What follows belongs to an exercise in optimizing a design on an open flow for a short achievable clock period and few clock cycles; a production flow would make more cautious choices.
Only simulation tests tie the RTL to the original design; equivalence was not proved.
Power and IR drop assume default switching activity.

`flow/run.sh`:
```
#!/bin/bash
# synth_recipe.tcl (not shown) runs the flow's synth.tcl, then flattens the netlist and writes it again
# the make line also repeats each setting of config.mk as NAME=value (left out here)
make -C /OpenROAD-flow-scripts/flow DESIGN_CONFIG=/design/flow/config.mk WORK_HOME=/design/flow/orfs CLKGATE_MAP_FILE= SYNTH_SCRIPT=/design/flow/synth_recipe.tcl finish
```
`flow/config.mk`:
```
export PLATFORM = sky130hd
export DESIGN_NAME = mips
export DESIGN_NICKNAME = mips
export VERILOG_FILES = /design/flow/design.v
export SDC_FILE = /design/flow/constraint.sdc
export NUM_CORES = 4
export LEC_CHECK = 0
export CAP_MARGIN = 35
export CORE_MARGIN = 2
export CORE_UTILIZATION = 30
export PLACE_DENSITY = 0.5
export SLEW_MARGIN = 30
```
`flow/constraint.sdc`:
```
create_clock -name core_clock -period 11.5 [get_ports {clk}]
set_input_delay 2.3000 -clock core_clock [delete_from_list [all_inputs] [get_ports {clk}]]
set_output_delay 2.3000 -clock core_clock [all_outputs]
set_load 0.01 [all_outputs]
```
`flow/design.v`:
```
module MUX(
    input[31:0]a,
    input[31:0]b,
    input switch,
    output reg[31:0]out
);
always@(*) begin
    if(switch)
        out<=b;
    else 
        out<=a;
end
endmodule
module MUX_3src_5bit(
    input[4:0]a,
    input[4:0]b,
    input[4:0]c,
    input b_enable,
    input c_enable,
    output reg[4:0]out
);
always@(*) begin
    if(b_enable)
        out<=b;
    else if(c_enable)
        out<=c;
    else out<=a;
end
endmodule
module MUX3#(parameter WIDTH = 5)
(
    input[WIDTH-1:0]a,
    input[WIDTH-1:0]b,
    input[WIDTH-1:0]c,
    input[1:0]switch,
    output reg[WIDTH-1:0]out
);
always@(*)begin
    case(switch)
    2'b00:out<=a;
    2'b01:out<=b;
    2'b10:out<=c;
    default:out<=a;
    endcase
end
endmodule
module MUX4#(parameter WIDTH = 32)
(
    input[WIDTH-1:0]a,
    input[WIDTH-1:0]b,
    input[WIDTH-1:0]c,
    input[WIDTH-1:0]d,
    input[1:0]switch,
    output reg[WIDTH-1:0]out
);
always@(*)begin
    case(switch)
    2'b00:out=a;
    2'b01:out=b;
    2'b10:out=c;
    default:out=d;
    endcase
end
endmodule
module s_ext(
    input [15:0] in,
    output [31:0] out
);
wire signed [31:0]S={{16{in[15]}},in};
assign out=S;
endmodule
module z_ext(
    input [15:0] in,
    output [31:0] out
);
wire [31:0]Z={16'b0,in};
assign out=Z;
endmodule
module PC(
    input clk,
    input rst,
    input [31:0]input_data,
    output reg[31:0]output_data
);
always@(posedge clk or posedge rst)begin
    if(rst) output_data<=32'h00003000;
    else begin
        output_data<=input_data;
    end
end
endmodule
module regfile(
    input clk,
    input rst,
    input we,    
    input [4:0] raddr1,  
    input [4:0] raddr2,  
    input [4:0] waddr,   
    input [31:0] wdata,  
    output [31:0] rdata1,    
    output [31:0] rdata2     
);
reg [31:0] my_cell [31:0];       
integer i;
always@(posedge clk or posedge rst) begin
    if(rst) begin
        for(i=0;i<32;i=i+1)
        begin
             my_cell[i]<=32'b0;
        end
    end else begin
        if(we&&waddr!=5'b0) my_cell[waddr]<=wdata;
    end
    my_cell[0]<=0; 
end
assign rdata1=my_cell[raddr1];
assign rdata2=my_cell[raddr2];
endmodule
module ALU(
    input [31:0] a,
    input [31:0] b,
    input [4:0] aluc,
    output [31:0] r,
    input [4:0] shamt,   
    output zero,
    output carry,
    output overflow
);
reg[32:0] result;
parameter Addu = 5'b00000;
parameter And = 5'b00011;
parameter Or = 5'b00101;
parameter Xor= 5'b00110;
parameter Nor=5'b00100;
parameter Sll= 5'b00111;
parameter Slt= 5'b00010;
parameter Sltu= 5'b01001;
parameter Srl=5'b01000;
parameter Subu=5'b00001;
parameter Lui=5'b10000;
parameter Sra=5'b01101;
parameter Srav=5'b01110;
parameter Srlv=5'b01111;
parameter Sllv=5'b01100;
parameter Jr=5'b01011;
parameter Jalr=5'b01010;
wire signed [31:0] signed_a=a,signed_b=b;
always@(*) begin
    case(aluc)
        Addu:begin  result=a+b;end
        And:begin  result=a&b;end
        Or:begin  result=a|b;end
        Nor:begin result=~(a|b);end
        Sll:begin  result=b<<shamt;end
        Srl:begin result=b>>shamt;end
        Slt:begin result=signed_a<signed_b?1:0;end
        Sltu:begin result=a<b?1:0;end
        Xor:begin result=a^b;end
        Sra:begin result=signed_b>>>shamt;end
        Srav:begin result=signed_b>>>a;end
        Srlv:begin result=b>>a;end
        Sllv:begin result=b<<a;end
        Subu:begin result=a-b;end
        Lui:begin result = {b[15:0], 16'b0};end
        Jr,Jalr:begin result=a+32'h00003000;end
        default: result=a+b;
    endcase
end
assign r=result[31:0];
assign carry=result[32];
assign zero=(result==32'b0)?1:0;
assign overflow=result[32];
endmodule
module npc(
    input [31:0] cur_pc,     
    input [31:0] rdata1,rdata2, 
    input [31:0] br_offset_words,  
    input [25:0] instruction, 
    input jmp,jr,jalr,jal,
    input Branch,nBranch,BGEZ,BGTZ,BLEZ,BLTZ,
    input [31:0] jf_data,
    input pc_stall_en, 
    output reg[31:0] jr_pc_addr,
    output FlushCondition
);
wire br_ctr;
reg[31:0] br_out;
wire[31:0] br_offset;
wire[31:0] bj_mux_result;
wire[31:0] jmp_pc_addr;
wire bgez,blez,bgtz,bltz;
reg Br_Condition;
wire signed [31:0] signed_a=rdata1,signed_b=rdata2;
wire[3:0]bgbl={BGEZ,BGTZ,BLEZ,BLTZ};
always@(*)begin
    case(bgbl)
    4'd8:Br_Condition=signed_a>=0?1:0;
    4'd4:Br_Condition=signed_a>0?1:0;
    4'd2:Br_Condition=signed_a<=0?1:0;
    4'd1:Br_Condition=signed_a<0?1:0;
    default:Br_Condition=1'b0;
    endcase
end
assign bgez=(BGEZ==1)?Br_Condition:1'b0;
assign bgtz=(BGTZ==1)?Br_Condition:1'b0;
assign blez=(BLEZ==1)?Br_Condition:1'b0;
assign bltz=(BLTZ==1)?Br_Condition:1'b0;
wire zero;
assign zero=(rdata1==rdata2);
assign br_offset=br_offset_words<<2;
assign br_ctr=(((Branch&zero&!nBranch&&!BGEZ&&!BGTZ&&!BLEZ&&!BLTZ)||(nBranch&&!zero)||bgez||bgtz||blez||bltz)&&(!pc_stall_en))?1'b1:1'b0;
always@(*) begin
    if(br_ctr) br_out<=cur_pc+br_offset;
    else br_out<=32'hffff_ffff;
end
assign jmp_pc_addr=(jmp==1)?({cur_pc[31:28],instruction[25:0],2'b00}+32'h00003000):32'b0;
MUX bj_mux(br_out,jmp_pc_addr,jmp,bj_mux_result);
always@(*) begin
    if(jr==1||jalr==1) jr_pc_addr<=jf_data+32'h00003000;
    else jr_pc_addr<=bj_mux_result;
end
assign FlushCondition=(br_ctr||jmp||jalr||jal||jr)&&(!pc_stall_en);
endmodule
module ALUctl(
    input [5:0] func,  
    input R_Type,
    output reg[4:0] aluc,     
    output sftmd,    
    output jr_out,
    output jalr_out
);
wire jr,jalr;
always@(*)begin
    case(func)    
        6'b100001:aluc<=5'b00000; 
        6'b100011:aluc<=5'b00001; 
        6'b101010:aluc<=5'b00010; 
        6'b100100:aluc<=5'b00011; 
        6'b100111:aluc<=5'b00100; 
        6'b100101:aluc<=5'b00101; 
        6'b100110:aluc<=5'b00110; 
        6'b000000:aluc<=5'b00111; 
        6'b000010:aluc<=5'b01000; 
        6'b101011:aluc<=5'b01001; 
        6'b001001:aluc<=5'b01010; 
        6'b001000:aluc<=5'b01011; 
        6'b000100:aluc<=5'b01100; 
        6'b000011:aluc<=5'b01101; 
        6'b000111:aluc<=5'b01110; 
        6'b000110:aluc<=5'b01111; 
        default:aluc<=5'b00000;
    endcase
end
assign sftmd=(!func[5]&&!func[4]&&!func[3]&&!func[2]&&!func[0])
||(!func[5]&&!func[4]&&!func[3]&&!func[2]&&func[1]&&func[0]);    
assign jr=(!func[5]&&!func[4]&&func[3]&&!func[2]&&!func[1]&&!func[0]);
assign jr_out=(R_Type==1)?jr:1'b0;
assign jalr=(!func[5]&&!func[4]&&func[3]&&!func[2]&&!func[1]&&func[0]);
assign jalr_out=(R_Type==1)?jalr:1'b0;
endmodule
module control(
    input [31:26]op,     
    input [20:16]br_div,
    output R_format,     
    output RegDST,   
    output ALUSrc,   
    output MemtoReg, 
    output RegWrite, 
    output MemWrite, 
    output Branch,   
    output nBranch,  
    output BGEZ,BGTZ,BLEZ,BLTZ,
    output lb,lbu,sb,
    output jal,
    output Jmp,      
    output ExtOp,    
    output reg[4:0] ALUop
);
assign Branch=(!op[31]&&!op[30]&&!op[29]&&op[28])||(!op[31]&&!op[30]&&!op[29]&&!op[28]&&!op[27]&&op[26]);
assign nBranch=(!op[31]&&!op[30]&&!op[29]&&op[28]&&!op[27]&&op[26]);
assign lb=(op[31]&&!op[30]&&!op[29]&&!op[28]&&!op[27]&&!op[26]);
assign lbu=(op[31]&&!op[30]&&!op[29]&&op[28]&&!op[27]&&!op[26]);
assign sb=(op[31]&&!op[30]&&op[29]&&!op[28]&&!op[27]&&!op[26]);
assign Jmp=!op[31]&&!op[30]&&!op[29]&&!op[28]&&op[27];
assign R_format=(op==6'b000000)?1'b1:1'b0;
assign RegDST=R_format;
assign ALUSrc=(!op[31]&&!op[30]&&op[29]&&!op[28]&&!op[27]&&op[26])||(op[31]&&!op[30]&&!op[28]&&op[27]&&op[26])
||(!op[31]&&!op[30]&&op[29]&&op[28]&&op[27]&&op[26])||(!op[31]&&!op[30]&&op[29]&&!op[28]&&op[27])
||(op[31]&&!op[30]&&!op[29]&&!op[27]&&!op[26])||(op[31]&&!op[30]&&op[29]&&!op[28]&&!op[27]&&!op[26])
||(!op[31]&&!op[30]&&op[29]&&op[28]&&!op[27])||(!op[31]&&!op[30]&&op[29]&&op[28]&&op[27]&&!op[26]);
assign MemWrite=(op[31]&&!op[30]&&op[29]&&!op[28]&&op[27]&&op[26])
||(op[31]&&!op[30]&&op[29]&&!op[28]&&!op[27]&&!op[26]);
assign MemtoReg= (op[31]&&!op[30]&&!op[29]&&!op[28]&&op[27]&&op[26])
||(op[31]&&!op[30]&&!op[29]&&!op[27]&&!op[26]);
assign RegWrite=(!op[31]&&!op[30]&&!op[29]&&!op[28]&&!op[27]&&!op[26])
||(!op[31]&&!op[30]&&op[29]&&!op[28]&&!op[27]&&op[26])||(op[31]&&!op[30]&&!op[29]&&!op[28]&&op[27]&&op[26])
||(!op[31]&&!op[30]&&op[29]&&op[28]&&op[27]&&op[26])||(!op[31]&&!op[30]&&op[29]&&!op[28]&&op[27])
||(op[31]&&!op[30]&&!op[29]&&!op[27]&&!op[26])||(!op[31]&&!op[30]&&op[29]&&op[28]&&!op[27])
||(!op[31]&&!op[30]&&op[29]&&op[28]&&op[27]&&!op[26])||(!op[31]&&!op[30]&&!op[29]&&!op[28]&&op[27]&&op[26]);
assign ExtOp=(!op[31]&&!op[30]&&op[29]&&!op[28]&&!op[27]&&op[26])
||(!op[31]&&!op[30]&&op[29]&&!op[28]&&op[27])||(op[31]&&!op[30]&&!op[29]&&!op[28]&&!op[27]&&!op[26])
||(op[31]&&!op[30]&&!op[29]&&!op[28]&&op[27]&&op[26])||(op[31]&&!op[30]&&!op[29]&&op[28]&&!op[27]&&!op[26])
||(op[31]&&!op[30]&&op[29]&&!op[28]&&!op[27]&&!op[26])||(op[31]&&!op[30]&&op[29]&&!op[28]&&op[27]&&op[26]);
assign jal=(!op[31]&&!op[30]&&!op[29]&&!op[28]&&op[27]&&op[26]);
always@(*)begin
    case(op)    
        6'b001001:ALUop<=5'b00000; 
        6'b000100:ALUop<=5'b00001; 
        6'b000101:ALUop<=5'b00001; 
        6'b100011:ALUop<=5'b00000; 
        6'b101011:ALUop<=5'b00000; 
        6'b001111:ALUop<=5'b10000; 
        6'b001010:ALUop<=5'b00010; 
        6'b001011:ALUop<=5'b01001; 
        6'b001100:ALUop<=5'b00011; 
        6'b001101:ALUop<=5'b00101; 
        6'b001110:ALUop<=5'b00110; 
        6'b101000:ALUop<=5'b00000; 
        6'b100000:ALUop<=5'b00000; 
        6'b100100:ALUop<=5'b00000; 
        6'b000011:ALUop<=5'b01010; 
        default:ALUop<=5'b00000;
    endcase
end
assign BGEZ=(!op[31]&&!op[30]&&!op[29]&&!op[28]&&!op[27]&&op[26]
&&!br_div[20]&&!br_div[19]&&!br_div[18]&&!br_div[17]&&br_div[16]);
assign BLTZ=(!op[31]&&!op[30]&&!op[29]&&!op[28]&&!op[27]&&op[26]
&&!br_div[20]&&!br_div[19]&&!br_div[18]&&!br_div[17]&&!br_div[16]);
assign BGTZ=!op[31]&&!op[30]&&!op[29]&&op[28]&&op[27]&&op[26];
assign BLEZ=!op[31]&&!op[30]&&!op[29]&&op[28]&&op[27]&&!op[26];
endmodule
module ForwardingUnit(
    input[4:0]IFID_Rs,
    input[4:0]IFID_Rt,
    input[4:0]IDEX_Rw,
    input[4:0]EXMEM_Rw,
    input[4:0]MEMWR_Rw,
    input IDEX_RegWr,
    input EXMEM_RegWr,
    input MEMWR_RegWr,
    output reg[1:0]ForwardS,
    output reg[1:0]ForwardT
);
wire exS,exT,memS,memT,wrS,wrT;
assign exS=IDEX_RegWr&&(IDEX_Rw!=5'b0)&&(IDEX_Rw==IFID_Rs);
assign exT=IDEX_RegWr&&(IDEX_Rw!=5'b0)&&(IDEX_Rw==IFID_Rt);
assign memS=EXMEM_RegWr&&(EXMEM_Rw!=5'b0)&&(EXMEM_Rw==IFID_Rs);
assign memT=EXMEM_RegWr&&(EXMEM_Rw!=5'b0)&&(EXMEM_Rw==IFID_Rt);
assign wrS=MEMWR_RegWr&&(MEMWR_Rw!=5'b0)&&(MEMWR_Rw==IFID_Rs);
assign wrT=MEMWR_RegWr&&(MEMWR_Rw!=5'b0)&&(MEMWR_Rw==IFID_Rt);
always@(*)begin
    if(exS) ForwardS=2'b01;
    else if(memS) ForwardS=2'b10;
    else if(wrS) ForwardS=2'b11;
    else ForwardS=2'b00;
    if(exT) ForwardT=2'b01;
    else if(memT) ForwardT=2'b10;
    else if(wrT) ForwardT=2'b11;
    else ForwardT=2'b00;
end
endmodule
module HazardDetectionUnit(
    input[4:0]IFID_Rs,
    input[4:0]IFID_Rt,
    input[4:0]IDEX_Rt,
    input IDEX_MemtoReg,
    output pc_stall_en,
    output IFID_Wr,
    output IDEX_Clear
);
wire condition;
assign condition=(IDEX_MemtoReg && (IFID_Rs==IDEX_Rt ||IFID_Rt==IDEX_Rt));
assign pc_stall_en=(condition)?1'b1:1'b0;
assign IFID_Wr=(condition)?1'b0:1'b1;
assign IDEX_Clear=(condition)?1'b1:1'b0;
endmodule
module IDEX_SigMux(
    input IDEX_Clear,
    input [31:0] ID_pc,
    input [31:0] ID_pc_plus4,
    input [31:0] ID_npc,
    input [31:0] ID_inst,
    input [31:0] ID_immExt,
    input [31:0] ID_busA,
    input [31:0] ID_busB,
    input ID_RegDST,
    input ID_ALUSrc,
    input ID_MemtoReg,
    input ID_RegWrite,
    input ID_Memwrite,
    input ID_Branch,ID_nBranch,ID_BGEZ,ID_BGTZ,ID_BLEZ,ID_BLTZ,
    input ID_lb,ID_lbu,ID_sb,
    input ID_jal,ID_jmp,ID_jr,ID_jalr,
    input [4:0] ID_ALUctr,
    input [4:0] ID_shamt,
    output reg[31:0] real_ID_pc,
    output reg[31:0] real_ID_pc_plus4,
    output reg[31:0] real_ID_npc,
    output reg[31:0] real_ID_inst,
    output reg[31:0] real_ID_immExt,
    output reg[31:0] real_ID_busA,
    output reg[31:0] real_ID_busB,
    output reg[4:0] real_ID_ALUctr,
    output reg[4:0] real_ID_shamt,
    output reg real_ID_RegDST,
    output reg real_ID_ALUSrc,
    output reg real_ID_MemtoReg,
    output reg real_ID_RegWrite,
    output reg real_ID_Memwrite,
    output reg real_ID_Branch,real_ID_nBranch,real_ID_BGEZ,real_ID_BGTZ,real_ID_BLEZ,real_ID_BLTZ,
    output reg real_ID_lb,real_ID_lbu,real_ID_sb,
    output reg real_ID_jal,real_ID_jmp,real_ID_jr,real_ID_jalr
);
always@(*)begin
    if(IDEX_Clear)begin
        real_ID_pc<=0;
        real_ID_pc_plus4<=0;
        real_ID_npc<=0;
        real_ID_inst<=0;
        real_ID_immExt<=0;
        real_ID_busA<=0;
        real_ID_busB<=0;
        real_ID_RegDST<=0;
        real_ID_ALUSrc<=0;
        real_ID_MemtoReg<=0;
        real_ID_RegWrite<=0;
        real_ID_Memwrite<=0;
        real_ID_Branch<=ID_Branch;real_ID_nBranch<=0;
        real_ID_BGEZ<=0;real_ID_BGTZ<=0;real_ID_BLEZ<=0;real_ID_BLTZ<=0;
        real_ID_lb<=0;real_ID_lbu<=0;real_ID_sb<=0;
        real_ID_jal<=0;real_ID_jmp<=0;real_ID_jr<=0;real_ID_jalr<=0;
        real_ID_ALUctr<=0;
        real_ID_shamt<=0;
    end
    else begin
        real_ID_pc<=ID_pc;
        real_ID_pc_plus4<=ID_pc_plus4;
        real_ID_npc<=ID_npc;
        real_ID_inst<=ID_inst;
        real_ID_immExt<=ID_immExt;
        real_ID_busA<=ID_busA;
        real_ID_busB<=ID_busB;
        real_ID_RegDST<=ID_RegDST;
        real_ID_ALUSrc<=ID_ALUSrc;
        real_ID_MemtoReg<=ID_MemtoReg;
        real_ID_RegWrite<=ID_RegWrite;
        real_ID_Memwrite<=ID_Memwrite;
        real_ID_Branch<=ID_Branch;real_ID_nBranch<=ID_nBranch;
        real_ID_BGEZ<=ID_BGEZ;real_ID_BGTZ<=ID_BGTZ;real_ID_BLEZ<=ID_BLEZ;real_ID_BLTZ<=ID_BLTZ;
        real_ID_lb<=ID_lb;real_ID_lbu<=ID_lbu;real_ID_sb<=ID_sb;
        real_ID_jal<=ID_jal;real_ID_jmp<=ID_jmp;real_ID_jr<=ID_jr;real_ID_jalr<=ID_jalr;
        real_ID_ALUctr<=ID_ALUctr;
        real_ID_shamt<=ID_shamt;
    end
end
endmodule
module IF_ID(
    input clk,
    input rst,
    input [31:0] pc,
    input [31:0] pc_plus4,
    input [31:0] inst,
    input IFID_Wr,
    input Flush,
    output reg[31:0] ID_pc,
    output reg[31:0] ID_pc_plus4,
    output reg[31:0] ID_inst
);
always@(posedge clk or posedge rst)begin
    if(rst)begin
        ID_inst<=0;
        ID_pc<=0;
        ID_pc_plus4<=0;
    end else begin
    if(IFID_Wr&&!Flush)begin     
        ID_inst<=inst;
        ID_pc<=pc;
        ID_pc_plus4<=pc_plus4;
    end
    if(Flush)begin
        ID_inst<=0;
        ID_pc<=0;
        ID_pc_plus4<=0;
    end
    end
end
endmodule
module ID_EX(
    input clk,
    input rst,
    input [31:0] ID_pc,
    input [31:0] ID_pc_plus4,
    input [31:0] ID_inst,
    input [31:0] ID_immExt,
    input [31:0] ID_busA,
    input [31:0] ID_busB,
    input ID_RegDST,
    input ID_ALUSrc,
    input ID_MemtoReg,
    input ID_RegWrite,
    input ID_Memwrite,
    input ID_Branch,ID_nBranch,ID_BGEZ,ID_BGTZ,ID_BLEZ,ID_BLTZ,
    input ID_lb,ID_lbu,ID_sb,
    input ID_jal,ID_jmp,ID_jr,ID_jalr,
    input [4:0] ID_ALUctr,
    input [4:0] ID_shamt,
    output reg[31:0] EX_pc,
    output reg[31:0] EX_pc_plus4,
    output reg[31:0] EX_inst,
    output reg[31:0] EX_immExt,
    output reg[31:0] EX_busA,
    output reg[31:0] EX_busB,
    output reg[4:0] EX_ALUctr,
    output reg[4:0] EX_shamt,
    output reg EX_RegDST,
    output reg EX_ALUSrc,
    output reg EX_MemtoReg,
    output reg EX_RegWrite,
    output reg EX_Memwrite,
    output reg EX_Branch,EX_nBranch,EX_BGEZ,EX_BGTZ,EX_BLEZ,EX_BLTZ,
    output reg EX_lb,EX_lbu,EX_sb,
    output reg EX_jal,EX_jmp,EX_jr,EX_jalr
);
always@(posedge clk or posedge rst)begin
    if(rst)begin
    EX_RegDST<=0;
    EX_ALUSrc<=0;
    EX_MemtoReg<=0;
    EX_RegWrite<=0;
    EX_Memwrite<=0;
    EX_Branch<=0;EX_nBranch<=0;
    EX_BGEZ<=0;EX_BGTZ<=0;EX_BLEZ<=0;EX_BLTZ<=0;
    EX_lb<=0;EX_lbu<=0;EX_sb<=0;EX_jr<=0;EX_jalr<=0;
    EX_jal<=0;EX_jmp<=0;
    EX_immExt<=32'b0;
    EX_inst<=32'b0;
    EX_pc<=32'b0;
    EX_pc_plus4<=32'b0;
    EX_ALUctr<=5'b0;
    EX_busA<=32'b0;
    EX_busB<=32'b0;
    EX_shamt<=5'b0;
    end else begin
    EX_pc<=ID_pc;
    EX_pc_plus4<=ID_pc_plus4;
    EX_inst<=ID_inst;
    EX_immExt<=ID_immExt;
    EX_busA<=ID_busA;
    EX_busB<=ID_busB;
    EX_RegDST<=ID_RegDST;
    EX_ALUSrc<=ID_ALUSrc;
    EX_MemtoReg<=ID_MemtoReg;
    EX_RegWrite<=ID_RegWrite;
    EX_Memwrite<=ID_Memwrite;
    EX_Branch<=ID_Branch;EX_nBranch<=ID_nBranch;
    EX_BGEZ<=ID_BGEZ;EX_BGTZ<=ID_BGTZ;EX_BLEZ<=ID_BLEZ;EX_BLTZ<=ID_BLTZ;
    EX_lb<=ID_lb;EX_lbu<=ID_lbu;EX_sb<=ID_sb;
    EX_jal<=ID_jal;EX_jmp<=ID_jmp;EX_jr<=ID_jr;EX_jalr<=ID_jalr;
    EX_ALUctr<=ID_ALUctr;
    EX_shamt<=ID_shamt;
    end
end
endmodule
module EX_MEM(
    input clk,
    input rst,
    input [31:0] EX_pc,
    input [31:0] EX_pc_plus4,
    input [31:0] EX_inst,
    input [31:0] EX_busB,
    input [4:0] EX_Rw,
    input [31:0] EX_ALUresult,
    input EX_MemtoReg,EX_MemWrite,
    input EX_RegWrite,
    input EX_Branch,EX_nBranch,EX_BGEZ,EX_BGTZ,EX_BLEZ,EX_BLTZ,
    input EX_lb,EX_lbu,EX_sb,
    input EX_jal,EX_jalr,EX_jmp,
    output reg[31:0] MEM_pc,
    output reg[31:0] MEM_pc_plus4,
    output reg[31:0] MEM_inst,
    output reg[31:0] MEM_busB,
    output reg[4:0] MEM_Rw,
    output reg[31:0] MEM_ALUresult,
    output reg MEM_MemtoReg,MEM_MemWrite,
    output reg MEM_RegWrite,
    output reg MEM_Branch,MEM_nBranch,MEM_BGEZ,MEM_BGTZ,MEM_BLEZ,MEM_BLTZ,
    output reg MEM_lb,MEM_lbu,MEM_sb,
    output reg MEM_jal,MEM_jalr,MEM_jmp
);
always@(posedge clk or posedge rst)begin
    if(rst)begin
    MEM_MemtoReg<=0;
    MEM_RegWrite<=0;
    MEM_Branch<=0;MEM_nBranch<=0;
    MEM_BGEZ<=0;MEM_BGTZ<=0;MEM_BLEZ<=0;MEM_BLTZ<=0;
    MEM_lb<=0;MEM_lbu<=0;MEM_sb<=0;
    MEM_jal<=0;MEM_jmp<=0;
    MEM_inst<=32'b0;
    MEM_pc<=32'b0;
    MEM_pc_plus4<=32'b0;
    MEM_busB<=32'b0;
    MEM_ALUresult<=32'b0;
    MEM_Rw<=5'b0;
    MEM_MemWrite<=0;
    MEM_jalr<=0;
    end else begin
    MEM_pc<=EX_pc;
    MEM_pc_plus4<=EX_pc_plus4;
    MEM_inst<=EX_inst;
    MEM_busB<=EX_busB;
    MEM_Rw<=EX_Rw;
    MEM_ALUresult<=EX_ALUresult;
    MEM_MemtoReg<=EX_MemtoReg;
    MEM_MemWrite<=EX_MemWrite;
    MEM_RegWrite<=EX_RegWrite;
    MEM_Branch<=EX_Branch;MEM_nBranch<=EX_nBranch;
    MEM_BGEZ<=EX_BGEZ;MEM_BGTZ<=EX_BGTZ;MEM_BLEZ<=EX_BLEZ;MEM_BLTZ<=EX_BLTZ;
    MEM_lb<=EX_lb;MEM_lbu<=EX_lbu;MEM_sb<=EX_sb;
    MEM_jal<=EX_jal;MEM_jmp<=EX_jmp;
    MEM_jalr<=EX_jalr;
    end
end
endmodule
module MEM_WR(
    input clk,
    input rst,
    input [31:0] MEM_pc,
    input [31:0] MEM_pc_plus4,
    input [31:0] MEM_inst,
    input [31:0] MEM_dout,
    input [31:0] MEM_ALUresult,
    input [4:0] MEM_Rw,
    input MEM_RegWrite,
    input MEM_MemtoReg,
    input MEM_jal,MEM_jalr,
    output reg[31:0] WR_pc,
    output reg[31:0] WR_pc_plus4,
    output reg[31:0] WR_dout,
    output reg[31:0] WR_ALUresult,
    output reg[4:0] WR_Rw,
    output reg WR_RegWrite,
    output reg WR_MemtoReg,
    output reg WR_jal,
    output reg WR_jalr
);
always@(posedge clk or posedge rst)begin
    if(rst)begin
    WR_pc<=32'b0;
    WR_pc_plus4<=32'b0;
    WR_dout<=32'b0;
    WR_ALUresult<=32'b0;
    WR_Rw<=5'b0;
    WR_RegWrite<=0;
    WR_MemtoReg<=0;
    WR_jal<=0;
    WR_jalr<=0;
    end else begin
    WR_pc<=MEM_pc;
    WR_pc_plus4<=MEM_pc_plus4;
    WR_dout<=MEM_dout;
    WR_ALUresult<=MEM_ALUresult;
    WR_Rw<=MEM_Rw;
    WR_RegWrite<=MEM_RegWrite;
    WR_MemtoReg<=MEM_MemtoReg;
    WR_jal<=MEM_jal;
    WR_jalr<=MEM_jalr;
    end
end
endmodule
module IF(
    input[31:0] npc,
    input clk,rst,
    input pc_stall_en,   
    input Flush,
    input[31:0] imem_rdata,  
    output[31:0] inst,
    output[31:0] IF_pc,
    output[31:0] IF_pc_plus4
);
wire[31:0]next_pc;
wire[31:0]next_pc2;
wire[31:0]instruction;
PC pc(
    .clk(clk),.rst(rst),
    .input_data(next_pc2),
    .output_data(IF_pc)
);
assign next_pc2=(pc_stall_en)?IF_pc:next_pc;
assign next_pc=(npc!=32'hffff_ffff)?npc:IF_pc_plus4;
assign IF_pc_plus4=IF_pc+4;
assign instruction=imem_rdata;
assign inst=(Flush)?32'b0:instruction;
endmodule
module ID(
    input clk,rst,
    input [31:0] inst,
    input [4:0] wreg,
    input [4:0] Rs,
    input [4:0] Rt,
    input [31:0] pc,
    input [31:0] pc_plus4,
    input [31:0] wdata,
    input RegWrite,
    input IDEX_Clear,
    input pc_stall_en,
    input [1:0] ForwardS,
    input [1:0] ForwardT,
    input [31:0] C_ex,
    input [31:0] C_mem,
    input [31:0] C_wr,
    output [31:0] real_ID_npc,
    output [31:0] real_ID_inst,
    output [31:0] real_ID_pc,
    output [31:0] real_ID_pc_plus4,
    output [31:0] real_ID_busA,
    output [31:0] real_ID_busB,
    output [31:0] real_ID_immExt,
    output real_ID_RegDST,
    output real_ID_ALUSrc,
    output real_ID_MemtoReg,
    output real_ID_RegWrite,
    output real_ID_MemWrite,
    output real_ID_Branch,real_ID_nBranch,real_ID_BGEZ,real_ID_BGTZ,real_ID_BLEZ,real_ID_BLTZ,
    output real_ID_lb,real_ID_lbu,real_ID_sb,
    output real_ID_jal,real_ID_jmp,real_ID_jr,real_ID_jalr,
    output [4:0] real_ID_ALUctr,
    output [4:0] real_ID_shamt,
    output ID_Flush
);
wire Sftmd;
wire ID_ExtOp;
wire R_format;
wire [4:0] aluc;
wire [4:0] ALUop;
wire [31:0]extend;wire[31:0]zextend;
wire [31:0]ID_npc;
wire [31:0]ID_busA;wire[31:0]ID_busB;wire[31:0]ID_immExt;
wire [4:0]ID_ALUctr;wire[4:0]ID_shamt;
wire ID_ALUSrc,ID_MemtoReg,ID_RegWrite,
ID_MemWrite,ID_Branch,ID_nBranch,ID_BGEZ,ID_BGTZ,ID_BLEZ,ID_BLTZ,
ID_lb,ID_lbu,ID_sb,ID_jmp,ID_jal,ID_jr,ID_jalr;
wire[31:0]bf_rdata1;wire[31:0]bf_rdata2;
wire[31:0]read_Rs;wire[31:0]read_Rt;
regfile rf(
    .clk(clk),.rst(rst),
    .we(RegWrite),
    .raddr1(Rs),.raddr2(Rt),
    .waddr(wreg),
    .wdata(wdata),
    .rdata1(ID_busA),.rdata2(ID_busB)
);
s_ext sext(inst[15:0],extend);
z_ext zext(inst[15:0],zextend);
assign ID_immExt=(ID_ExtOp==1)?extend:zextend;
control ctl(
    .op(inst[31:26]),.br_div(inst[20:16]),
    .R_format(R_format),
    .RegDST(ID_RegDST),.ALUSrc(ID_ALUSrc),.MemtoReg(ID_MemtoReg),
    .RegWrite(ID_RegWrite),.MemWrite(ID_MemWrite),.Branch(ID_Branch),
    .nBranch(ID_nBranch),.BGEZ(ID_BGEZ),.BGTZ(ID_BGTZ),.BLEZ(ID_BLEZ),
    .BLTZ(ID_BLTZ),.lb(ID_lb),.lbu(ID_lbu),.sb(ID_sb),.jal(ID_jal),
    .Jmp(ID_jmp),.ExtOp(ID_ExtOp),.ALUop(ALUop)
);
ALUctl alu_ctl(
    .func(inst[5:0]),
    .R_Type(R_format),
    .aluc(aluc),
    .sftmd(Sftmd),
    .jr_out(ID_jr),.jalr_out(ID_jalr)
);
assign ID_ALUctr=(R_format==1)?aluc:ALUop;
assign ID_shamt=(Sftmd==1)?inst[10:6]:5'b00000;
wire[31:0] real_bf_rdata1,real_bf_rdata2;
wire[31:0] sign_ext_offset;wire[31:0] jf_data;
npc npc(pc,read_Rs,read_Rt,sign_ext_offset,inst[25:0],ID_jmp,ID_jr,ID_jalr,ID_jal,
ID_Branch,ID_nBranch,ID_BGEZ,ID_BGTZ,ID_BLEZ,ID_BLTZ,real_bf_rdata1,pc_stall_en,
ID_npc,ID_Flush);
assign sign_ext_offset=(ID_Branch==1)?extend:32'b0;
MUX4#(32) fwd_rs(ID_busA,C_ex,C_mem,C_wr,ForwardS,read_Rs);
MUX4#(32) fwd_rt(ID_busB,C_ex,C_mem,C_wr,ForwardT,read_Rt);
assign real_bf_rdata1=read_Rs;
IDEX_SigMux IDEX_SigMux(
    .IDEX_Clear(IDEX_Clear),.ID_pc(pc),.ID_pc_plus4(pc_plus4),.ID_npc(ID_npc),.ID_inst(inst),.ID_immExt(ID_immExt),
    .ID_busA(read_Rs),.ID_busB(read_Rt),.ID_RegDST(ID_RegDST),.ID_ALUSrc(ID_ALUSrc),
    .ID_MemtoReg(ID_MemtoReg),.ID_RegWrite(ID_RegWrite),.ID_Memwrite(ID_MemWrite),
    .ID_Branch(ID_Branch),.ID_nBranch(ID_nBranch),.ID_BGEZ(ID_BGEZ),.ID_BGTZ(ID_BGTZ),.ID_BLEZ(ID_BLEZ),.ID_BLTZ(ID_BLTZ),
    .ID_lb(ID_lb),.ID_lbu(ID_lbu),.ID_sb(ID_sb),.ID_jal(ID_jal),.ID_jmp(ID_jmp),.ID_jr(ID_jr),.ID_jalr(ID_jalr),
    .ID_ALUctr(ID_ALUctr),.ID_shamt(ID_shamt),
    .real_ID_pc(real_ID_pc),.real_ID_pc_plus4(real_ID_pc_plus4),.real_ID_npc(real_ID_npc),.real_ID_inst(real_ID_inst),.real_ID_immExt(real_ID_immExt),
    .real_ID_busA(real_ID_busA),.real_ID_busB(real_ID_busB),
    .real_ID_ALUctr(real_ID_ALUctr),.real_ID_shamt(real_ID_shamt),.real_ID_RegDST(real_ID_RegDST),.real_ID_ALUSrc(real_ID_ALUSrc),
    .real_ID_MemtoReg(real_ID_MemtoReg),.real_ID_RegWrite(real_ID_RegWrite),.real_ID_Memwrite(real_ID_MemWrite),
    .real_ID_Branch(real_ID_Branch),.real_ID_nBranch(real_ID_nBranch),.real_ID_BGEZ(real_ID_BGEZ),.real_ID_BGTZ(real_ID_BGTZ),.real_ID_BLEZ(real_ID_BLEZ),.real_ID_BLTZ(real_ID_BLTZ),
    .real_ID_lb(real_ID_lb),.real_ID_lbu(real_ID_lbu),.real_ID_sb(real_ID_sb),.real_ID_jal(real_ID_jal),.real_ID_jmp(real_ID_jmp),.real_ID_jr(real_ID_jr),.real_ID_jalr(real_ID_jalr)
);
endmodule
module EX(
    input[31:0] pc,
    input[31:0] pc_plus4,
    input[31:0] inst,
    input[31:0] immExt,
    input[31:0] busA,
    input[31:0] busB,
    input[4:0] ALUctr,
    input[4:0] shamt,
    input RegDST,
    input ALUSrc,
    input MemtoReg,
    input RegWrite,
    input MemWrite,
    input Branch,nBranch,BGEZ,BGTZ,BLEZ,BLTZ,
    input lb,lbu,sb,
    input jal,jmp,jr,jalr,
    output [31:0] EX_pc,
    output [31:0] EX_pc_plus4,
    output [31:0] EX_inst,
    output EX_MemtoReg,
    output EX_RegWrite,
    output EX_Memwrite,
    output EX_lb,EX_lbu,EX_sb,
    output EX_jal,EX_jalr,
    output [31:0] EX_ALUresult,
    output EX_zero,
    output [4:0] EX_Rw
);
wire carry,overflow;
wire[31:0]ALUbusB;
wire[31:0]real_busA,real_busB;
assign real_busA=busA;
assign real_busB=ALUbusB;
ALU alu(real_busA,real_busB,ALUctr,EX_ALUresult,shamt,EX_zero,carry,overflow);
MUX alusrc_mux(busB,immExt,ALUSrc,ALUbusB);
wire [4:0]reg31=5'b11111;
MUX_3src_5bit wreg_mux(inst[20:16],inst[15:11],reg31[4:0],RegDST,jal,EX_Rw);
assign EX_pc=pc;
assign EX_pc_plus4=pc_plus4;
assign EX_inst=inst;
assign EX_MemtoReg=MemtoReg;
assign EX_RegWrite=RegWrite;
assign EX_Memwrite=MemWrite;
assign EX_lb=lb;
assign EX_lbu=lbu;
assign EX_sb=sb;
assign EX_jal=jal;
assign EX_jalr=jalr;
endmodule
module MEM(
    input clk,
    input [31:0]inst,
    input MemWrite,
    input [11:0]dm_addr,
    input [31:0]busB,
    input sb,lb,lbu,
    input jal,jalr,
    input [31:0]dmem_rdata,   
    output reg[31:0]dm_rdata,
    output dmem_we,
    output reg[3:0]dmem_wstrb,
    output [31:0]dmem_wdata,
    output mem_jal,mem_jalr
);
assign dmem_we=MemWrite;
assign dmem_wdata=sb?{4{busB[7:0]}}:busB;
always@(*)begin
    if(sb) begin
        case(dm_addr[1:0])
        2'b00:dmem_wstrb=4'b0001;
        2'b01:dmem_wstrb=4'b0010;
        2'b10:dmem_wstrb=4'b0100;
        default:dmem_wstrb=4'b1000;
        endcase
    end
    else dmem_wstrb=4'b1111;
end
wire[31:0] r;
assign r=dmem_rdata;
reg[7:0] byte_sel;
always@(*) begin
    case(dm_addr[1:0])
    2'b00:byte_sel=r[7:0];
    2'b01:byte_sel=r[15:8];
    2'b10:byte_sel=r[23:16];
    default:byte_sel=r[31:24];
    endcase
    if(lb) dm_rdata={{24{byte_sel[7]}},byte_sel};
    else if(lbu) dm_rdata={24'b0,byte_sel};
    else dm_rdata=r;
end
assign mem_jal=jal;
assign mem_jalr=jalr;
endmodule
module WR(
    input [31:0]dm_rdata,
    input [31:0]ALUresult,
    input MemtoReg,
    input jal,jalr,
    input [31:0]pc_plus4,
    output [31:0]WR_busW
);
wire[31:0]wdata;
MUX regsrc_mux(ALUresult,dm_rdata,MemtoReg,wdata);
MUX jalr_mux(wdata,pc_plus4,(jalr||jal),WR_busW); 
endmodule
module mips(
    input clk,
    input rst,
    output [9:0] imem_addr,
    input [31:0] imem_rdata,
    output [9:0] dmem_addr,
    input [31:0] dmem_rdata,
    output dmem_we,
    output [3:0] dmem_wstrb,
    output [31:0] dmem_wdata
);
wire[31:0] pc;
wire[31:0] pc_plus4;
wire[31:0]instruction;
wire[31:0] id_pc;
wire[31:0] id_pc_plus4;
wire[31:0] id_inst;
wire[31:0] id_busA;
wire[31:0] id_busB;
wire[31:0] id_immExt;
wire id_RegWr;
wire id_RegDst;
wire id_ALUsrc;
wire id_Branch,id_nBranch,id_BGEZ,id_BGTZ,id_BLTZ,id_BLEZ;
wire id_jmp,id_jal,id_jr,id_jalr;
wire id_lb,id_lbu,id_sb;
wire id_MemWr;
wire id_MemtoReg;
wire[31:0] ID_inst;
wire[31:0] ID_pc;
wire[31:0] ID_pc_plus4;
wire[4:0] id_ALUctr;
wire[4:0] id_shamt;
wire[31:0] ex_inst;
wire[31:0] ex_pc;
wire[31:0] ex_pc_plus4;
wire[31:0] ex_immEXt;
wire[31:0] ex_busA;
wire[31:0] ex_busB;
wire ex_RegWr;
wire ex_RegDst;
wire ex_ALUsrc;
wire ex_Branch,ex_nBranch,ex_BGEZ,ex_BGTZ,ex_BLEZ,ex_BLTZ;
wire ex_Jmp,ex_jal,ex_jr,ex_jalr,ex_lb,ex_lbu,ex_sb;
wire ex_MemWr;
wire ex_MemtoReg;
wire[4:0] ex_ALUctr;
wire[4:0] ex_shamt;
wire[31:0] EX_inst;
wire[31:0] EX_pc;
wire[31:0] EX_pc_plus4;
wire[31:0] EX_alu_result;
wire[4:0] EX_Rw;
wire EX_RegWr;
wire EX_lb,EX_lbu,EX_sb;
wire EX_jal,EX_jalr;
wire EX_MemWr;
wire EX_MemtoReg;
wire EX_zero;
wire[31:0]mem_pc;
wire[31:0]mem_pc_plus4;
wire[31:0]mem_inst;
wire[31:0]mem_busB;
wire[4:0]mem_Rw;
wire[31:0]mem_alu_result;
wire mem_MemtoReg,mem_MemWr;
wire mem_RegWr;
wire mem_Branch,mem_nBranch,mem_BGEZ,mem_BGTZ,mem_BLEZ,mem_BLTZ;
wire mem_lb,mem_lbu,mem_sb;
wire mem_jal,mem_jalr,mem_jmp;
wire[31:0]WR_pc;wire[31:0]WR_pc_plus4;
wire[31:0]WR_rdata;wire[31:0]WR_alu_result;
wire[4:0]WR_Rw;
wire WR_RegWr,WR_MemtoReg;
wire WR_jal,WR_jalr;
wire[31:0]WR_busW;
wire[31:0]MEM_rdata;
wire[31:0]ID_npc;
wire MEM_jal,MEM_jalr;
wire[1:0]ForwardS,ForwardT;
wire pc_stall_en,IFID_Wr,IDEX_Clear;
wire FlushCondition;
ForwardingUnit ForwardingUnit(
    .IFID_Rs(id_inst[25:21]),.IFID_Rt(id_inst[20:16]),
    .IDEX_Rw(EX_Rw),.EXMEM_Rw(mem_Rw),.MEMWR_Rw(WR_Rw),
    .IDEX_RegWr(ex_RegWr),.EXMEM_RegWr(mem_RegWr),.MEMWR_RegWr(WR_RegWr),
    .ForwardS(ForwardS),.ForwardT(ForwardT)
);
HazardDetectionUnit HazardDetectionUnit(
    .IFID_Rs(id_inst[25:21]),.IFID_Rt(id_inst[20:16]),.IDEX_Rt(ex_inst[20:16]),.IDEX_MemtoReg(ex_MemtoReg),
    .pc_stall_en(pc_stall_en),.IFID_Wr(IFID_Wr),.IDEX_Clear(IDEX_Clear)
);
IF IF_(
    .npc(ID_npc),.clk(clk),.rst(rst),.pc_stall_en(pc_stall_en),.Flush(FlushCondition),.imem_rdata(imem_rdata),
    .inst(instruction),.IF_pc_plus4(pc_plus4),.IF_pc(pc)
);
IF_ID reg_IFID(
    .clk(clk),.rst(rst),.pc(pc),.pc_plus4(pc_plus4),.inst(instruction),.IFID_Wr(IFID_Wr),.Flush(FlushCondition),
    .ID_pc(id_pc),.ID_pc_plus4(id_pc_plus4),.ID_inst(id_inst)
);
wire[31:0]id_Cex,id_Cmem;
assign id_Cex=(ex_jal||ex_jalr)?ex_pc_plus4:EX_alu_result;
assign id_Cmem=(mem_MemtoReg)?MEM_rdata:(mem_jal||mem_jalr)?mem_pc_plus4:mem_alu_result;
ID ID_(
    .clk(clk),.rst(rst),.inst(id_inst),.wreg(WR_Rw),.Rs(id_inst[25:21]),.Rt(id_inst[20:16]),
    .pc(id_pc),.pc_plus4(id_pc_plus4),.wdata(WR_busW),.RegWrite(WR_RegWr),.IDEX_Clear(IDEX_Clear),.pc_stall_en(pc_stall_en),
    .ForwardS(ForwardS),.ForwardT(ForwardT),.C_ex(id_Cex),.C_mem(id_Cmem),.C_wr(WR_busW),
    .real_ID_inst(ID_inst),.real_ID_npc(ID_npc),.real_ID_pc(ID_pc),.real_ID_pc_plus4(ID_pc_plus4),
    .real_ID_busA(id_busA),.real_ID_busB(id_busB),.real_ID_immExt(id_immExt),.real_ID_RegDST(id_RegDst),
    .real_ID_ALUSrc(id_ALUsrc),.real_ID_MemtoReg(id_MemtoReg),.real_ID_RegWrite(id_RegWr),
    .real_ID_MemWrite(id_MemWr),.real_ID_Branch(id_Branch),.real_ID_nBranch(id_nBranch),
    .real_ID_BGEZ(id_BGEZ),.real_ID_BGTZ(id_BGTZ),.real_ID_BLEZ(id_BLEZ),.real_ID_BLTZ(id_BLTZ),
    .real_ID_lb(id_lb),.real_ID_lbu(id_lbu),.real_ID_sb(id_sb),.real_ID_jal(id_jal),.real_ID_jmp(id_jmp),
    .real_ID_jr(id_jr),.real_ID_jalr(id_jalr),.real_ID_ALUctr(id_ALUctr),.real_ID_shamt(id_shamt),.ID_Flush(FlushCondition)
);
ID_EX reg_IDEX(
    .clk(clk),.rst(rst),.ID_pc(ID_pc),.ID_pc_plus4(ID_pc_plus4),.ID_inst(ID_inst),.ID_immExt(id_immExt),
    .ID_busA(id_busA),.ID_busB(id_busB),.ID_RegDST(id_RegDst),.ID_ALUSrc(id_ALUsrc),
    .ID_MemtoReg(id_MemtoReg),.ID_RegWrite(id_RegWr),.ID_Memwrite(id_MemWr),
    .ID_Branch(id_Branch),.ID_nBranch(id_nBranch),.ID_BGEZ(id_BGEZ),.ID_BGTZ(id_BGTZ),.ID_BLEZ(id_BLEZ),.ID_BLTZ(id_BLTZ),
    .ID_lb(id_lb),.ID_lbu(id_lbu),.ID_sb(id_sb),.ID_jal(id_jal),.ID_jmp(id_jmp),.ID_jr(id_jr),.ID_jalr(id_jalr),
    .ID_ALUctr(id_ALUctr),.ID_shamt(id_shamt),
    .EX_pc(ex_pc),.EX_pc_plus4(ex_pc_plus4),.EX_inst(ex_inst),.EX_immExt(ex_immEXt),
    .EX_busA(ex_busA),.EX_busB(ex_busB),
    .EX_ALUctr(ex_ALUctr),.EX_shamt(ex_shamt),.EX_RegDST(ex_RegDst),.EX_ALUSrc(ex_ALUsrc),
    .EX_MemtoReg(ex_MemtoReg),.EX_RegWrite(ex_RegWr),.EX_Memwrite(ex_MemWr),
    .EX_Branch(ex_Branch),.EX_nBranch(ex_nBranch),.EX_BGEZ(ex_BGEZ),.EX_BGTZ(ex_BGTZ),.EX_BLEZ(ex_BLEZ),.EX_BLTZ(ex_BLTZ),
    .EX_lb(ex_lb),.EX_lbu(ex_lbu),.EX_sb(ex_sb),.EX_jal(ex_jal),.EX_jmp(ex_Jmp),.EX_jr(ex_jr),.EX_jalr(ex_jalr)
);
EX EX_(
    .pc(ex_pc),.pc_plus4(ex_pc_plus4),.inst(ex_inst),.immExt(ex_immEXt),
    .busA(ex_busA),.busB(ex_busB),.ALUctr(ex_ALUctr),.shamt(ex_shamt),
    .RegDST(ex_RegDst),.ALUSrc(ex_ALUsrc),.MemtoReg(ex_MemtoReg),.RegWrite(ex_RegWr),.MemWrite(ex_MemWr),
    .Branch(ex_Branch),.nBranch(ex_nBranch),.BGEZ(ex_BGEZ),.BGTZ(ex_BGTZ),.BLEZ(ex_BLEZ),.BLTZ(ex_BLTZ),
    .lb(ex_lb),.lbu(ex_lbu),.sb(ex_sb),.jal(ex_jal),.jmp(ex_Jmp),.jr(ex_jr),.jalr(ex_jalr),
    .EX_pc(EX_pc),.EX_pc_plus4(EX_pc_plus4),.EX_inst(EX_inst),
    .EX_MemtoReg(EX_MemtoReg),.EX_RegWrite(EX_RegWr),.EX_Memwrite(EX_MemWr),.EX_lb(EX_lb),.EX_lbu(EX_lbu),.EX_sb(EX_sb),
    .EX_jal(EX_jal),.EX_jalr(EX_jalr),.EX_ALUresult(EX_alu_result),.EX_zero(EX_zero),.EX_Rw(EX_Rw)
);
EX_MEM reg_EXMEM(
    .clk(clk),.rst(rst),.EX_pc(EX_pc),.EX_pc_plus4(EX_pc_plus4),.EX_inst(EX_inst),
    .EX_busB(ex_busB),.EX_Rw(EX_Rw),
    .EX_ALUresult(EX_alu_result),.EX_MemtoReg(EX_MemtoReg),.EX_MemWrite(EX_MemWr),.EX_RegWrite(EX_RegWr),
    .EX_Branch(ex_Branch),.EX_nBranch(ex_nBranch),.EX_BGEZ(ex_BGEZ),.EX_BGTZ(ex_BGTZ),.EX_BLEZ(ex_BLEZ),.EX_BLTZ(ex_BLTZ),
    .EX_lb(ex_lb),.EX_lbu(ex_lbu),.EX_sb(ex_sb),.EX_jal(ex_jal),.EX_jalr(EX_jalr),.EX_jmp(ex_Jmp),
    .MEM_pc(mem_pc),.MEM_pc_plus4(mem_pc_plus4),.MEM_inst(mem_inst),
    .MEM_busB(mem_busB),.MEM_Rw(mem_Rw),.MEM_ALUresult(mem_alu_result),
    .MEM_MemtoReg(mem_MemtoReg),.MEM_MemWrite(mem_MemWr),.MEM_RegWrite(mem_RegWr),
    .MEM_Branch(mem_Branch),.MEM_nBranch(mem_nBranch),.MEM_BGEZ(mem_BGEZ),.MEM_BGTZ(mem_BGTZ),.MEM_BLEZ(mem_BLEZ),.MEM_BLTZ(mem_BLTZ),
    .MEM_lb(mem_lb),.MEM_lbu(mem_lbu),.MEM_sb(mem_sb),.MEM_jal(mem_jal),.MEM_jalr(mem_jalr),.MEM_jmp(mem_jmp)
);
MEM MEM_(
    .clk(clk),
    .inst(mem_inst),
    .MemWrite(mem_MemWr),
    .dm_addr(mem_alu_result[11:0]),
    .busB(mem_busB),
    .sb(mem_sb),.lb(mem_lb),.lbu(mem_lbu),
    .jal(mem_jal),.jalr(mem_jalr),
    .dmem_rdata(dmem_rdata),
    .dm_rdata(MEM_rdata),.dmem_we(dmem_we),.dmem_wstrb(dmem_wstrb),.dmem_wdata(dmem_wdata),
    .mem_jal(MEM_jal),.mem_jalr(MEM_jalr)
);
MEM_WR reg_MEMWR(
    .clk(clk),.rst(rst),
    .MEM_pc(mem_pc),
    .MEM_pc_plus4(mem_pc_plus4),
    .MEM_inst(mem_inst),
    .MEM_dout(MEM_rdata),
    .MEM_ALUresult(mem_alu_result),
    .MEM_Rw(mem_Rw),
    .MEM_RegWrite(mem_RegWr),
    .MEM_MemtoReg(mem_MemtoReg),
    .MEM_jal(MEM_jal),.MEM_jalr(MEM_jalr),
    .WR_pc(WR_pc),
    .WR_pc_plus4(WR_pc_plus4),
    .WR_dout(WR_rdata),
    .WR_ALUresult(WR_alu_result),
    .WR_Rw(WR_Rw),
    .WR_RegWrite(WR_RegWr),
    .WR_MemtoReg(WR_MemtoReg),
    .WR_jal(WR_jal),.WR_jalr(WR_jalr)
);
WR WR_(
    .dm_rdata(WR_rdata),
    .ALUresult(WR_alu_result),
    .MemtoReg(WR_MemtoReg),
    .jal(WR_jal),.jalr(WR_jalr),
    .pc_plus4(WR_pc_plus4),
    .WR_busW(WR_busW)
);
assign imem_addr=pc[11:2];
assign dmem_addr=mem_alu_result[11:2];
endmodule
```
==> results.txt <==
R2R Setup Slk 1.40 ns; Power Dens Cells 249 nW/um2; worst-case vdd ir drop 0.139 mV; Layout Area Growth over Synthesis 16.3%; ys flop type sky130_fd_sc_hd__dfrtp_1; transition time at the pin with the least slew margin 1.19 ns; number of design rule violations left after detail routing 0; most used cells in the layout excluding fill and tap cells sky130_fd_sc_hd__nand2_1 (1617), sky130_fd_sc_hd__dfrtp_1 (1464), sky130_fd_sc_hd__o21ai_0 (1365); starting utilization of the core area 0.302; post-synth top area share 0.431; overall die area 289000 um2; number of CTS-inserted buffers 168; post-route total power 0.0247 W; Placement Rows 195; final total negative setup slack 0 ns; Worst R2R Start reg_IDEX.EX_ALUSrc$_DFF_PP0_; CTS HTree Levels 4; Worst Hold End reg_MEMWR.WR_ALUresult[25]$_DFF_PP0_; setup repair after global routing missed its margin false; TritonCTS clock tree built; Final Setup Violations 0; largest incremental delay on the critical path 0.82 ns; first-pass iteration count of the detailed router 9; hold violation count in the final report 0; Clock Tree Root sky130_fd_sc_hd__clkbuf_16; total of warnings raised by yosys 18; crit start category flip-flop; crit path kind reg2reg; detailed-route wire length per cell 39.8 um; Peak Freq 0.0990 GHz; commonest non-fill, non-tap cell in the layout sky130_fd_sc_hd__nand2_1; largest net degree at the start of global routing 147; leakage power 41.7 nW; share of synthesized registers carrying an async set or reset 1.00; cell area after synthesis 85300 um2; slew margin rel. 0.189; Iteration-0 DRC Markers 14600; net count reported at finish 10200; hold path startpoint reg_EXMEM.MEM_ALUresult[25]$_DFF_PP0_; status no timing/DRC/antenna violations; DP Wirelength 382 mm; synthesis-stage register bit count 1470; gr usage total 0.370; r2r endpoint IF_.pc.output_data[25]$_DFFE_PP0N_; data required time of the worst path 12.20 ns; EDFF count, synth 0; total global routing overflow 0; sequential cell area fraction in the yosys report 0.431; area of combinational cells with multiple inputs 45600 um2; count of buffers from port buffering 122; total area of sequential cells 36800 um2; insertion delay of the later-clocked pin in the worst-skew pair 0.88 ns; fraction of final layout cells with drive strength greater than 1 0.108; capturing element type of the critical path flip-flop; vias in the first global route 85100; wire length of the first global-routing pass 743 mm; die width 537 um; area of the core region 283000 um2; synthesized area divided by synthesized cell count 8.50 um2; Hold Buf Count CTS 0; count of pins on the block boundary 123; synthesized net count 10200; final non-filler cell total 13900; Clock Path Buffers 4; routed wire length 551 mm; CTS sink cnt 1470; setup fix buffers added after clock tree synthesis 0; endpoint arrival time on the critical path 10.80 ns; antenna violations before repair 58; Synth Instances 10000; fill cell instance count of the final layout 29100; max cap viols 0; Tightest Hold Check Type reg2reg; Slowest cell on crit path sky130_fd_sc_hd__a222oi_1; total number of vias 90600; Resized cells post-CTS 0; minimum period implied by the final worst setup slack 10.10 ns; cell type contributing the most total cell area after synthesis sky130_fd_sc_hd__dfrtp_1; Final GP Congestion 1.04; post-detailed-route count of antenna-violating nets 0; placed cell count 13500; number of different library cells in the post-synthesis netlist 109; die outline height 537 um; clock input transition at the sequential cells of the worst setup and hold paths 0.07 ns; number of cell instances on the worst register-to-register path 26; maximum net fanout on the critical path 22; hold-critical path depth 0; ratio of final minimum period to clock period 0.878; number of vias per cell after detailed routing 6.53; leading post-synthesis cells by cell area sky130_fd_sc_hd__dfrtp_1 (43%), sky130_fd_sc_hd__o21ai_0 (8.2%), sky130_fd_sc_hd__a22oi_1 (7.3%), sky130_fd_sc_hd__nand2_1 (7.2%), sky130_fd_sc_hd__clkbuf_1 (3.0%); max-slew violation count 0; setup skew after layout 0.0805 ns
## synthesized netlist by cell type (71+ instances only)
cell type and n:
sky130_fd_sc_hd__nor3_1 171, sky130_fd_sc_hd__o21ai_0 1400, sky130_fd_sc_hd__a22o_1 100, sky130_fd_sc_hd__nand3_1 310
sky130_fd_sc_hd__a22oi_1 833, sky130_fd_sc_hd__and2_1 109, sky130_fd_sc_hd__xnor2_1 124, sky130_fd_sc_hd__a211oi_1 74
sky130_fd_sc_hd__nor2_1 494, sky130_fd_sc_hd__ha_1 138, sky130_fd_sc_hd__nand2_1 1635, sky130_fd_sc_hd__nand4_1 132
sky130_fd_sc_hd__inv_1 181, sky130_fd_sc_hd__o211ai_1 87, sky130_fd_sc_hd__mux2i_1 138, sky130_fd_sc_hd__a21oi_1 374
sky130_fd_sc_hd__a221oi_1 75, sky130_fd_sc_hd__buf_1 99, sky130_fd_sc_hd__clkbuf_1 692, sky130_fd_sc_hd__nor4_1 73
sky130_fd_sc_hd__o22ai_1 71, sky130_fd_sc_hd__dfrtp_1 1468
## per-layer routing
layer,GRT usage,share of wire,vias up
li1,-,-,36800
met1,0.485,0.39,45200
met2,0.532,0.41,6852
met3,0.102,0.12,1782
met4,0.246,0.080,24
met5,0,0.00057,-
## cells by family after synthesis
kind of cell	share of synthesized area
compound gates	0.280
flops	0.431
xor+xnor	0.0193
mux	0.0208
buf+inv	0.0497
fa+ha+maj	0.0209
simple gates	0.178
## critical path, delay by kind of cell, from the launching register on
family / cells / cell delay, ns
AO/OA/AOI/OAI: 7 / 3.48
adder cells (fa/ha/maj): 1 / 0.44
AND/OR/NAND/NOR: 11 / 3.66
buffers and inverters: 6 / 1.42
XOR/XNOR: 1 / 0.33
flip-flops: 1 / 0.55
## final cells by class
class | count | area share
Clock inverter | 49 | 0.00531
Timing Repair Buffer | 657 | 0.0598
Clock buffer | 241 | 0.0496
Antenna cell | 30 | 0.000757
Inverter | 190 | 0.00723
Sequential cell | 1470 | 0.371
Multi-Input combinational cell | 7490 | 0.459
Tap cell | 3743 | 0.0472
## worst max-delay path by stage
| stage | from | to | slack, ns | cells after the start |
|---|---|---|---|---|
| 4_1_cts | reg_IDEX.EX_ALUSrc$_DFF_PP0_ | IF_.pc.output_data[25]$_DFFE_PP0N_ | 1.89 | 26 |
| 3_5_place_dp | reg_IDEX.EX_ALUSrc$_DFF_PP0_ | IF_.pc.output_data[24]$_DFFE_PP0N_ | 1.99 | 26 |
| 2_1_floorplan | rst | ID_.rf.my_cell[10][0]$_DFFE_PP0P_ | -11.15 | 1 |
| 3_3_place_gp | reg_IDEX.EX_ALUctr[0]$_DFF_PP0_ | IF_.pc.output_data[18]$_DFFE_PP0N_ | 1.77 | 24 |
| 5_1_grt | reg_IDEX.EX_ALUSrc$_DFF_PP0_ | IF_.pc.output_data[24]$_DFFE_PP0N_ | 1.44 | 29 |
| 6_report | reg_IDEX.EX_ALUSrc$_DFF_PP0_ | IF_.pc.output_data[25]$_DFFE_PP0N_ | 1.40 | 26 |
## metrics by stage
| step | utilization | area (um2) | hold slack [ns] | worst slack [ns] |
|---|---|---|---|---|
| after global routing | 0.351 | 99100 | 0.357 | 1.44 |
| after global placement | 0.328 | 92600 | 0.339 | 1.77 |
| after floorplan | - | 85300 | 0.331 | -11.15 |
| after CTS | 0.350 | 98700 | 0.339 | 1.89 |
| after detailed placement | 0.330 | 93300 | 0.342 | 1.99 |
| final | 0.351 | 99200 | 0.341 | 1.40 |
## state kept, by name, indices dropped and copies added (netlist names), 5 cells and up
| register | cells |
|---|---|
| reg_IFID.ID_inst | 32 |
| reg_IDEX.EX_inst | 21 |
| reg_IDEX.EX_shamt | 5 |
| reg_IDEX.EX_ALUctr | 5 |
| IF_.pc.output_data | 32 |
| reg_IFID.ID_pc_plus4 | 32 |
| reg_MEMWR.WR_pc_plus4 | 32 |
| reg_EXMEM.MEM_Rw | 5 |
| reg_EXMEM.MEM_pc_plus4 | 32 |
| reg_MEMWR.WR_ALUresult | 32 |
| ID_.rf.my_cell | 992 |
| reg_EXMEM.MEM_busB | 32 |
| reg_EXMEM.MEM_ALUresult | 32 |
| reg_MEMWR.WR_dout | 32 |
| reg_IDEX.EX_busB | 32 |
| reg_IDEX.EX_busA | 32 |
| reg_IFID.ID_pc | 30 |
| reg_IDEX.EX_pc_plus4 | 32 |
| reg_MEMWR.WR_Rw | 5 |
## where the power goes
part           leakage (nW)  switching (W)  internal, W
Clock                  2.69        0.00236      0.00317
Sequential             19.2        0.00158      0.00664
Combinational          19.8        0.00770      0.00320
Total                  41.7         0.0116       0.0130
Testbench counts, summed over its fixed seeds: cycles 22,543.

-- port drivers added, routing unchanged --
In the flow no input, the clock included, has a driving cell. The finished layout below was timed again as built, in two steps. Step 1, drivers: a clkbuf_16 drives clk and a buf_2 each remaining input, both assumed. Step 2 times the ports against the registers' clock, not the clock port: input delays grow and output delays shrink by t, the midpoint of the rising clock arrivals with the driver on. Three values: ideal ports, drivers, drivers and shift; two values: the first two.
t, ns: 0.926
setup WS [ns]: 1.399 / 1.399 / 1.399
worst hold slack (ns): 0.341 / 0.341 / 0.341
worst setup path at the end: register to register
After both steps this run still meets setup and hold. The setup slack of this run moves by 0.000 ns with the drivers and by 0.000 ns with both steps.
